Background: an optimization exercise with open tools, aiming at small area and a short achievable clock period. Do not read the settings as production practice.
No functional check of the RTL was part of any run shown here.
Power and IR drop assume default switching activity.

==> flow/design.v, too long to show whole: its modules and the start of the top module <==
// module MulCore: 2725 lines
// module Multiplier: 31 lines
module Multiplier(
  input         clock,
                reset,
                io_in_valid,
  input  [31:0] io_a,
                io_b,
  input  [1:0]  io_op,
  output [31:0] io_res,
  output        io_res_valid
);
  // ...
==> flow/run.sh <==
#!/bin/bash
# synth_recipe.tcl (not shown) runs the flow's synth.tcl, then flattens the netlist and writes it again
# the make line also repeats each setting of config.mk as NAME=value (left out here)
make -C /OpenROAD-flow-scripts/flow DESIGN_CONFIG=/design/flow/config.mk WORK_HOME=/design/flow/orfs CLKGATE_MAP_FILE= SYNTH_SCRIPT=/design/flow/synth_recipe.tcl finish
==> flow/config.mk <==
export PLATFORM = sky130hd
export DESIGN_NAME = Multiplier
export DESIGN_NICKNAME = Multiplier
export VERILOG_FILES = /design/flow/design.v
export SDC_FILE = /design/flow/constraint.sdc
export NUM_CORES = 4
export LEC_CHECK = 0
export CAP_MARGIN = 20
export CORE_MARGIN = 2
export CORE_UTILIZATION = 40
export SLEW_MARGIN = 20
==> flow/constraint.sdc <==
create_clock -name core_clock -period 5.6 [get_ports {clock}]
set_input_delay 1.1200 -clock core_clock [delete_from_list [all_inputs] [get_ports {clock}]]
set_output_delay 1.1200 -clock core_clock [all_outputs]
set_load 0.01 [all_outputs]
==> impl_metrics.prom, run 1 <==
# TYPE chip_impl_metric gauge
chip_impl_metric{name="num-multi-input-gates",unit=""} 3727
chip_impl_metric{name="power.density_cell_area",unit="nW/um2"} 616
chip_impl_info{name="synth_top_family_by_area",value="compound AO/OA/AOI/OAI gates"} 1
chip_impl_metric{name="wl_met3",unit="um"} 22700
chip_impl_metric{name="seq_area_frac_synth",unit=""} 0.156
chip_impl_metric{name="tritoncts_num_sinks",unit=""} 317
chip_impl_metric{name="drcViolationCount",unit=""} 0
chip_impl_info{name="post-synth-top-count-cell",value="inv_1"} 1
chip_impl_metric{name="yosys.area_share.xor_xnor",unit=""} 0.0229
chip_impl_metric{name="yosys.area_share.simple",unit=""} 0.117
chip_impl_metric{name="power_frac_clock",unit=""} 0.086
chip_impl_metric{name="die_height",unit="um"} 322
chip_impl_metric{name="fin_setup_tns",unit="ps"} 0
chip_impl_metric{name="wl_met2",unit="um"} 68600
chip_impl_metric{name="seqPwrFrac",unit=""} 0.164
chip_impl_metric{name="drtPass1Iterations",unit=""} 7
chip_impl_metric{name="whs_path_depth",unit=""} 0
chip_impl_metric{name="pin_count_of_the_biggest_net_entering_global_routing",unit=""} 121
chip_impl_info{name="slowest_stage",value="clkdlybuf4s50_1"} 1
chip_impl_metric{name="synthesis.nets",unit=""} 5927
chip_impl_metric{name="core",unit="um2"} 100000
chip_impl_info{name="hold_start",value="mulcore_inst.q984"} 1
chip_impl_info{name="result_of_the_run",value="no timing/DRC/antenna violations"} 1
chip_impl_metric{name="synth_cells",unit=""} 5299
chip_impl_metric{name="postCtsSetupBuffers",unit=""} 0
chip_impl_metric{name="synth_adder_area_share",unit=""} 0.288
chip_impl_metric{name="initial_utilization",unit=""} 0.404
chip_impl_metric{name="slew_violations",unit=""} 0
chip_impl_metric{name="relSlewSlack",unit=""} 0.253
chip_impl_metric{name="worstPathBufferInverterCount",unit=""} 4
chip_impl_metric{name="finalSetupViolations",unit=""} 0
chip_impl_metric{name="routed_wire_length_per_instance",unit="um"} 26.1
chip_impl_metric{name="compound_cell_area_share_of_the_yosys_netlist",unit=""} 0.291
chip_impl_metric{name="peakVddDrop",unit="uV"} 881
chip_impl_info{name="list_of_cells_traversed_by_the_critical_path",value="inv_1 -> fa_1 -> inv_1 -> fa_1 -> a21oi_1 -> o2111ai_1 -> a21oi_1 -> buf_4 -> o41ai_1 -> xor2_1 -> mux2_2 -> clkdlybuf4s50_1"} 1
chip_impl_metric{name="cts_inserted_buffers",unit=""} 36
chip_impl_info{name="top_area_cells_in_the_synthesized_netlist",value="fa_1, dfxtp_1, a22oi_1, o21ai_0, inv_1"} 1
chip_impl_metric{name="design_area",unit="um2"} 43500
chip_impl_metric{name="floorplan.die_area",unit="um2"} 104000
==> run 2: changes to the inputs <==
--- a/flow/config.mk
+++ b/flow/config.mk
@@ -10,2 +10,3 @@
 export CORE_UTILIZATION = 40
+export SETUP_SLACK_MARGIN = 1.8
 export SLEW_MARGIN = 20
==> run 2 against run 1 <==
Global-route usage is 0.30 points higher. First-iteration DRC count is 0.87% lower. Total power is 9.7% higher. Critical path depth stayed put. Cell count is 0.72% higher. Count of clock-buffer cells in the layout is 8 lower. Sequential power hardly changed. Via count is 1.1% higher. Synthesized cell count stayed put. Die area stayed put. Routed wire length is 1.4% higher. Highest routed layer unchanged.
==> impl_metrics.prom, run 2 <==
# TYPE chip_impl_metric gauge
chip_impl_info{name="result_of_the_run",value="no timing/DRC/antenna violations"} 1
chip_impl_info{name="synthFlopType",value="dfxtp_1"} 1
chip_impl_metric{name="detail_route.iter0.violations",unit=""} 6029
chip_impl_metric{name="seq_area_frac_synth",unit=""} 0.156
chip_impl_metric{name="num_io_pins",unit=""} 102
chip_impl_metric{name="antenna_found_initial",unit=""} 10
chip_impl_info{name="grt_setup_unrepaired",value="yes"} 1
chip_impl_metric{name="max-cap-violations",unit=""} 0
chip_impl_info{name="crit_path_start",value="mulcore_inst.rc"} 1
chip_impl_metric{name="synth.ff_latch_count",unit=""} 317
chip_impl_metric{name="cts_hold_repair.buffers",unit=""} 0
chip_impl_metric{name="cts-htree-levels",unit=""} 2
chip_impl_metric{name="hold_viol",unit=""} 0
chip_impl_metric{name="grt_pass1_vias",unit=""} 36400
chip_impl_metric{name="path_clk_slew",unit="ps"} 60
chip_impl_metric{name="weighted_congestion_reported_at_the_end_of_routability_driven_placement",unit=""} 0.974
chip_impl_metric{name="syn_area",unit="um2"} 40600
chip_impl_metric{name="pin_count_of_the_biggest_net_entering_global_routing",unit=""} 123
chip_impl_info{name="timing.critical_path.from_type",value="register"} 1
chip_impl_metric{name="relSlewSlack",unit=""} 0.223
chip_impl_metric{name="tritoncts_num_sinks",unit=""} 317
chip_impl_info{name="post-synth-top-count-cell",value="inv_1"} 1
chip_impl_metric{name="grt_overflow",unit=""} 0
chip_impl_metric{name="placement.io_buffers",unit=""} 101
chip_impl_metric{name="clock-skew-final",unit="ps"} 30.4
chip_impl_metric{name="initial_utilization",unit=""} 0.404
chip_impl_metric{name="synth.avg_cell_area",unit="um2"} 7.65
chip_impl_metric{name="worst_pin_slew",unit="ps"} 1160
chip_impl_metric{name="critPathRequiredTime",unit="ps"} 4480
chip_impl_metric{name="cts_inserted_buffers",unit=""} 37
chip_impl_metric{name="drtPass1Iterations",unit=""} 7
chip_impl_metric{name="dp_hpwl",unit="um"} 123000
chip_impl_info{name="cts_tree",value="done"} 1
chip_impl_metric{name="worst_ep_arrival_time",unit="ps"} 3200
chip_impl_info{name="worstReg2RegStart",value="mulcore_inst.q843"} 1
chip_impl_info{name="criticalPathCategory",value="reg2out"} 1
chip_impl_metric{name="clock_latency",unit="ps"} 600
chip_impl_info{name="layout.cells.most_common",value="inv_1"} 1
chip_impl_metric{name="whs_path_depth",unit=""} 0
chip_impl_metric{name="yosys_warnings",unit=""} 2
chip_impl_info{name="worst_setup_path_end_kind",value="output pin"} 1
chip_impl_metric{name="placementRows",unit=""} 116
chip_impl_info{name="clock-root-buffer",value="clkbuf_16"} 1
chip_impl_metric{name="drive_above_1_share",unit=""} 0.117
chip_impl_metric{name="power.density_cell_area",unit="nW/um2"} 654
chip_impl_metric{name="synth_cells",unit=""} 5299
chip_impl_metric{name="drtAntennaViolNets",unit=""} 0
chip_impl_metric{name="report.power.total",unit="mW"} 29.4
chip_impl_info{name="terminus_of_the_critical_flop_to_flop_path",value="mulcore_inst.rl[30]"} 1
chip_impl_metric{name="reg2reg_setup_slack",unit="ps"} 1890
chip_impl_metric{name="synthesis.nets",unit=""} 5927
chip_impl_metric{name="finalNetCount",unit=""} 5656
chip_impl_metric{name="period_minus_slack",unit="ps"} 4320
chip_impl_metric{name="num_vias",unit=""} 39700
chip_impl_metric{name="fin_setup_tns",unit="ps"} 0
chip_impl_info{name="largest_registers",value="mulcore_inst.rl: 32 flops, mulcore_inst.rxh: 32 flops, mulcore_inst.ryh: 22 flops"} 1
chip_impl_info{name="min_path_type",value="reg2reg"} 1
chip_impl_metric{name="fp.dieW",unit="um"} 322
chip_impl_metric{name="power_leakage",unit="nW"} 18.1
chip_impl_metric{name="core",unit="um2"} 100000
chip_impl_metric{name="number_of_enable_type_register_cells_in_the_synthesized_netlist",unit=""} 0
chip_impl_metric{name="worst_r2r_path_depth",unit=""} 12
chip_impl_info{name="layout.cells.most_common_list",value="inv_1, fa_1, nand2_1"} 1
chip_impl_metric{name="route.detailed.vias_per_inst",unit=""} 6.18
chip_impl_metric{name="track_usage",unit=""} 0.318
chip_impl_metric{name="finalSetupViolations",unit=""} 0
chip_impl_metric{name="routed_wire_length_per_instance",unit="um"} 26.3
chip_impl_metric{name="post-synth-top-area-fraction",unit=""} 0.243
chip_impl_metric{name="fmax",unit="MHz"} 232
chip_impl_metric{name="critPathMaxFanout",unit=""} 4
chip_impl_metric{name="peakVddDrop",unit="uV"} 1290
chip_impl_metric{name="timing.final.crit_share",unit=""} 0.771
chip_impl_metric{name="wire_length_of_the_first_global_routing_pass",unit="um"} 247000
chip_impl_metric{name="synth-async-reset-ratio",unit=""} 0
chip_impl_metric{name="slew_violations",unit=""} 0
chip_impl_metric{name="die_height",unit="um"} 322
chip_impl_info{name="synth_commonest_cells",value="inv_1, clkbuf_1, fa_1, nand2_1, o21ai_0"} 1
chip_impl_info{name="hold_start",value="mulcore_inst.hi1"} 1
chip_impl_metric{name="netlist-cell-type-count",unit=""} 81
chip_impl_info{name="worstHoldEndpoint",value="mulcore_inst.rhi"} 1
chip_impl_metric{name="area_growth",unit="%"} 11.0
chip_impl_metric{name="drcViolationCount",unit=""} 0
chip_impl_metric{name="floorplan.die_area",unit="um2"} 104000
chip_impl_info{name="top_area_cells_in_the_synthesized_netlist",value="fa_1, dfxtp_1, a22oi_1, o21ai_0, inv_1"} 1
chip_impl_metric{name="max-clock-path-buffers",unit=""} 3
chip_impl_info{name="synthDominantAreaCellType",value="fa_1"} 1
chip_impl_metric{name="wirelength",unit="um"} 169000
## run 2: cell counts after synthesis
Identical to the previous run, type by type.
## run 2: layout make-up
| cell class | instances | area (um2) |
|---|---|---|
| sequential | 317 | 6350 |
| timing repair buffer | 351 | 3070 |
| tap | 1357 | 1700 |
| antenna | 4 | 10.0 |
| clock buffer | 43 | 1010 |
| multi-input combinational | 3731 | 30300 |
| timing repair inverter | 1 | 5.00 |
| inverter | 589 | 2240 |
| fill | 9883 | 55300 |
| clock inverter | 22 | 307 |
## run 2: worst max-delay path, stage by stage, from the launching register on
cell and delay, ps:
dfxtp_2 330, inv_2 40, fa_2 390, inv_2 70
fa_2 230, a21oi_4 80, o2111ai_4 240, a21oi_1 110
buf_4 160, o41ai_4 250, xor2_2 300, mux2_4 210
clkdlybuf4s15_2 220
## run 2: metrics by stage
step / setup WS, ps / cells / utilization / hold WS, ps / area, um2
after floorplan: 1780 / 5299 / - / 310 / 41000
after global placement: 696 / 6297 / 0.422 / 315 / 42300
after detailed placement: 616 / 6297 / 0.422 / 314 / 42300
after CTS: 1280 / 6393 / 0.442 / 328 / 44400
after global routing: 1160 / 6411 / 0.449 / 332 / 45000
final: 1280 / 6415 / 0.449 / 327 / 45000
## run 2: power breakdown
part           switching [mW]  internal (mW)  total (mW)
Sequential              0.693           3.72        4.41
Clock                    1.10           1.55        2.65
Combinational            13.1           9.24        22.4
Total                    14.9           14.5        29.4
## run 2: kinds of logic (layout without fill, tap and decap cells)
| family | Yosys count | after routing | synth area share |
|---|---|---|---|
| muxes | 28 | 28 | 0.00731 |
| xor gates and xnor gates | 106 | 106 | 0.0229 |
| and+or+nand+nor | 1089 | 1093 | 0.117 |
| buffers and inverters | 1255 | 1006 | 0.117 |
| adders and majority gates | 659 | 659 | 0.288 |
| other | 0 | 4 | 0 |
| DFF | 317 | 317 | 0.156 |
| AOI/OAI and AO/OA | 1845 | 1845 | 0.291 |
## run 2: worst max path at each step
stage,endpoint,slack (ps)
2_1_floorplan,mulcore_inst.q897,1780
4_1_cts,io_res[24],1280
5_1_grt,io_res[26],1160
6_report,io_res[24],1280
3_3_place_gp,mulcore_inst.q931,700
3_5_place_dp,mulcore_inst.q931,620
## run 2: routing by layer
layer | routed length (um) | GRT usage | vias to the layer above
met5 | 188 | 0.00694 | -
met3 | 22200 | 0.0951 | 414
met1 | 67700 | 0.437 | 19100
met4 | 8350 | 0.130 | 16
li1 | - | - | 17500
met2 | 70300 | 0.463 | 2580
## run 2: what timing repair did
item / in CTS / in global routing
endpoints found under the setup margin: 158 / 112
pin swaps: 49 / 35
gates resized for setup: 251 / 175
cloned: 2 / 4
buffers inserted: 29 / 14
==> run 3: changes to the inputs <==
--- a/flow/config.mk
+++ b/flow/config.mk
@@ -10,3 +10,3 @@
 export CORE_UTILIZATION = 40
-export SETUP_SLACK_MARGIN = 1.8
+export SETUP_SLACK_MARGIN = 2.4
 export SLEW_MARGIN = 20
==> run 3 against run 2 <==
Combinational power is 22% higher. Die area did not move. Still clean on timing, DRC and antenna. Largest cell class unchanged. Total power is 17% higher. Count of clock-buffer cells in the layout is 4 higher. Global-route usage increased by 3.8 points. Synthesized cell count unchanged. Critical path type unchanged. Sequential share of layout area down 2.1 points. Cell count increased by 4.7%. Routed wire length increased by 14%. Fmax rose by 1.2%.
==> impl_metrics.prom, run 3 <==
# TYPE chip_impl_metric gauge
chip_impl_info{name="cts_tree",value="done"} 1
chip_impl_metric{name="synth.ff_latch_count",unit=""} 317
chip_impl_metric{name="max-clock-path-buffers",unit=""} 3
chip_impl_metric{name="detail_route.iter0.violations",unit=""} 7466
chip_impl_metric{name="worst_pin_slew",unit="ps"} 999
chip_impl_metric{name="period_minus_slack",unit="ps"} 4270
chip_impl_metric{name="finalNetCount",unit=""} 5952
chip_impl_metric{name="netlist-cell-type-count",unit=""} 81
chip_impl_metric{name="clock-skew-final",unit="ps"} 40.9
chip_impl_metric{name="track_usage",unit=""} 0.356
chip_impl_info{name="largest_registers",value="mulcore_inst.rl: 32 flops, mulcore_inst.rxh: 32 flops, mulcore_inst.ryh: 22 flops"} 1
chip_impl_metric{name="drive_above_1_share",unit=""} 0.302
chip_impl_metric{name="fp.dieW",unit="um"} 322
chip_impl_info{name="synthFlopType",value="dfxtp_1"} 1
chip_impl_metric{name="hold_viol",unit=""} 0
chip_impl_metric{name="drtAntennaViolNets",unit=""} 0
chip_impl_metric{name="initial_utilization",unit=""} 0.404
chip_impl_metric{name="clock_latency",unit="ps"} 620
chip_impl_metric{name="syn_area",unit="um2"} 40600
chip_impl_metric{name="die_height",unit="um"} 322
chip_impl_metric{name="report.power.total",unit="mW"} 34.4
chip_impl_metric{name="wire_length_of_the_first_global_routing_pass",unit="um"} 274000
chip_impl_metric{name="antenna_found_initial",unit=""} 6
chip_impl_metric{name="power_leakage",unit="nW"} 21.2
chip_impl_metric{name="routed_wire_length_per_instance",unit="um"} 28.7
chip_impl_metric{name="num_io_pins",unit=""} 102
chip_impl_metric{name="power.density_cell_area",unit="nW/um2"} 648
chip_impl_info{name="timing.critical_path.from_type",value="register"} 1
chip_impl_metric{name="drtPass1Iterations",unit=""} 8
chip_impl_metric{name="floorplan.die_area",unit="um2"} 104000
chip_impl_info{name="top_area_cells_in_the_synthesized_netlist",value="fa_1, dfxtp_1, a22oi_1, o21ai_0, inv_1"} 1
chip_impl_metric{name="drcViolationCount",unit=""} 0
chip_impl_metric{name="synthesis.nets",unit=""} 5927
chip_impl_metric{name="cts-htree-levels",unit=""} 2
chip_impl_metric{name="relSlewSlack",unit=""} 0.334
chip_impl_info{name="criticalPathCategory",value="reg2out"} 1
chip_impl_metric{name="dp_hpwl",unit="um"} 122000
chip_impl_metric{name="num_vias",unit=""} 43200
chip_impl_info{name="synth_commonest_cells",value="inv_1, clkbuf_1, fa_1, nand2_1, o21ai_0"} 1
chip_impl_metric{name="fmax",unit="MHz"} 234
chip_impl_metric{name="synth.avg_cell_area",unit="um2"} 7.65
chip_impl_metric{name="area_growth",unit="%"} 31.0
chip_impl_metric{name="tritoncts_num_sinks",unit=""} 317
chip_impl_info{name="synthDominantAreaCellType",value="fa_1"} 1
chip_impl_info{name="layout.cells.most_common_list",value="inv_1, nand2_1, a21oi_1"} 1
chip_impl_metric{name="peakVddDrop",unit="uV"} 1220
chip_impl_metric{name="placement.io_buffers",unit=""} 101
chip_impl_info{name="min_path_type",value="reg2reg"} 1
chip_impl_metric{name="post-synth-top-area-fraction",unit=""} 0.243
chip_impl_metric{name="weighted_congestion_reported_at_the_end_of_routability_driven_placement",unit=""} 0.947
chip_impl_metric{name="hold_ws",unit="ps"} 326
chip_impl_metric{name="yosys_warnings",unit=""} 2
chip_impl_metric{name="slew_violations",unit=""} 0
chip_impl_metric{name="wirelength",unit="um"} 192000
chip_impl_metric{name="grt_overflow",unit=""} 0
chip_impl_metric{name="grt_pass1_vias",unit=""} 39800
chip_impl_metric{name="utilization",unit=""} 0.530
chip_impl_info{name="layout.cells.most_common",value="inv_1"} 1
chip_impl_metric{name="core",unit="um2"} 100000
chip_impl_metric{name="synth-async-reset-ratio",unit=""} 0
chip_impl_info{name="worst_setup_path_end_kind",value="output pin"} 1
chip_impl_metric{name="synth_cells",unit=""} 5299
chip_impl_metric{name="path_clk_slew",unit="ps"} 60
chip_impl_info{name="result_of_the_run",value="no timing/DRC/antenna violations"} 1
chip_impl_metric{name="finalSetupViolations",unit=""} 0
chip_impl_metric{name="critPathRequiredTime",unit="ps"} 4480
chip_impl_metric{name="timing.final.crit_share",unit=""} 0.762
chip_impl_metric{name="fin_setup_tns",unit="ps"} 0
chip_impl_metric{name="critPathMaxFanout",unit=""} 4
chip_impl_metric{name="cts_hold_repair.buffers",unit=""} 0
chip_impl_metric{name="worst_ep_arrival_time",unit="ps"} 3150
chip_impl_metric{name="placementRows",unit=""} 116
chip_impl_metric{name="pin_count_of_the_biggest_net_entering_global_routing",unit=""} 57
chip_impl_metric{name="max-cap-violations",unit=""} 0
chip_impl_info{name="clock-root-buffer",value="clkbuf_16"} 1
chip_impl_metric{name="route.detailed.vias_per_inst",unit=""} 6.43
chip_impl_metric{name="number_of_enable_type_register_cells_in_the_synthesized_netlist",unit=""} 0
chip_impl_info{name="grt_setup_unrepaired",value="yes"} 1
chip_impl_metric{name="cts_inserted_buffers",unit=""} 38
chip_impl_metric{name="seq_area_frac_synth",unit=""} 0.156
chip_impl_info{name="post-synth-top-count-cell",value="inv_1"} 1
## run 3: changes by cell type in the layout (fill, tap and decap cells not counted), sizes merged
| cell | delta |
|---|---|
| clkinvlp | +6 |
| bufinv | -2 |
| clkbuf | -10 |
| clkdlybuf4s15 | -6 |
| clkdlybuf4s50 | -6 |
| inv | -8 |
| dlygate4sd2 | +1 |
| diode | +1 |
| bufbuf | +39 |
| dlymetal6s2s | +1 |
| clkinv | +4 |
| and2 | +4 |
| buf | +276 |
## run 3: timing repair
action / CTS / global route
resized for setup: 1066 / 410
setup buffers: 231 / 60
setup endpoints to repair: 250 / 146
pin swaps: 259 / 246
cloned: 55 / 7
## run 3: cell type report
| type | count | area, um2 |
|---|---|---|
| Tap cell | 1357 | 1700 |
| Multi-Input combinational cell | 3735 | 33200 |
| Sequential cell | 317 | 6360 |
| Clock buffer | 47 | 1020 |
| Fill cell | 8997 | 47200 |
| Clock inverter | 22 | 264 |
| Antenna cell | 5 | 12.5 |
| Timing Repair Buffer | 642 | 8290 |
| Inverter | 589 | 2300 |
| Timing Repair inverter | 1 | 7.51 |
## run 3: routing by layer
metal / vias to the layer above / global-route usage / wire [um]
li1: 18200 / - / -
met2: 3460 / 0.516 / 78900
met5: - / 0 / 163
met3: 774 / 0.127 / 29000
met1: 20700 / 0.464 / 71100
met4: 6 / 0.185 / 13200
## run 3: path summary, 6_finish.rpt
| path | cells after the start | end | slack [ps] | startpoint |
|---|---|---|---|---|
| setup / recovery | 12 | io_res[24] | 1330 | mulcore_inst.ryh[0] |
| hold / removal | 0 | mulcore_inst.rhi | 330 | mulcore_inst.hi1 |
| setup reg to reg | 12 | mulcore_inst.rl[30] | 2100 | mulcore_inst.q841 |
| hold reg to reg | 0 | mulcore_inst.rhi | 330 | mulcore_inst.hi1 |
## run 3: stage by stage
stage / setup WS, ps / std cells / area [um2]
floorplan: 1840 / 5299 / 42700
global placement: 714 / 6288 / 43100
detailed placement: 704 / 6288 / 43100
CTS: 1290 / 6643 / 51000
global route: 1220 / 6710 / 53100
finish: 1330 / 6715 / 53100
## run 3: cells by family after synthesis
kind of cell,count (synthesis),share of synthesized area
muxes,28,0.00731
and+or+nand+nor,1089,0.117
adders and majority gates,659,0.288
DFF,317,0.156
buffers and inverters,1255,0.117
AOI/OAI and AO/OA,1845,0.291
xor gates and xnor gates,106,0.0229
## run 3: critical path, cell delays in order (launching register included)
cell       delay, ps
dfxtp_2          320
inv_2             40
fa_2             390
inv_2             70
fa_2             240
a21oi_4           80
o2111ai_4        270
a21oi_4          130
buf_6            140
o41ai_4          260
xor2_2           300
mux2_4           220
buf_6             90
## run 3: power by group
group | switching, mW | internal (mW) | total (mW)
combinational | 15.3 | 12.1 | 27.4
sequential | 0.707 | 3.73 | 4.43
clock | 1.13 | 1.47 | 2.59
total | 17.1 | 17.3 | 34.4

==> what the ideal ports hide <==
Ports are ideal in the flow. The routed layouts listed here were re-timed in OpenROAD. Step 1 assumes that a clkbuf_16 drives the clock port and a buf_2 every other input. Step 2 times the ports against the registers' clock, not the clock port: input delays grow and output delays shrink by t, the midpoint of the rising clock arrivals with the driver on. a / b / c = ideal / step 1 / step 2; a / b = the first two.
| run | shift t [ns] | setup slack, ns | worst hold slack (ns) | worst register clock-pin slew, ns |
|---|---|---|---|---|
| run 1 | 0.645 | 0.394 / 0.325 / 0.630 | 0.322 / 0.322 / 0.322 | 0.07 / 0.07 |
| run 2 | 0.651 | 1.282 / 1.212 / 1.008 | 0.327 / 0.327 / 0.327 | 0.07 / 0.07 |
| run 3 | 0.670 | 1.332 / 1.258 / 1.376 | 0.326 / 0.326 / 0.326 | 0.07 / 0.07 |
After both steps every run listed still meets setup and hold. For run 2, which loses most, drivers alone change the setup slack by -0.070 ns; drivers and shift together by -0.274 ns.
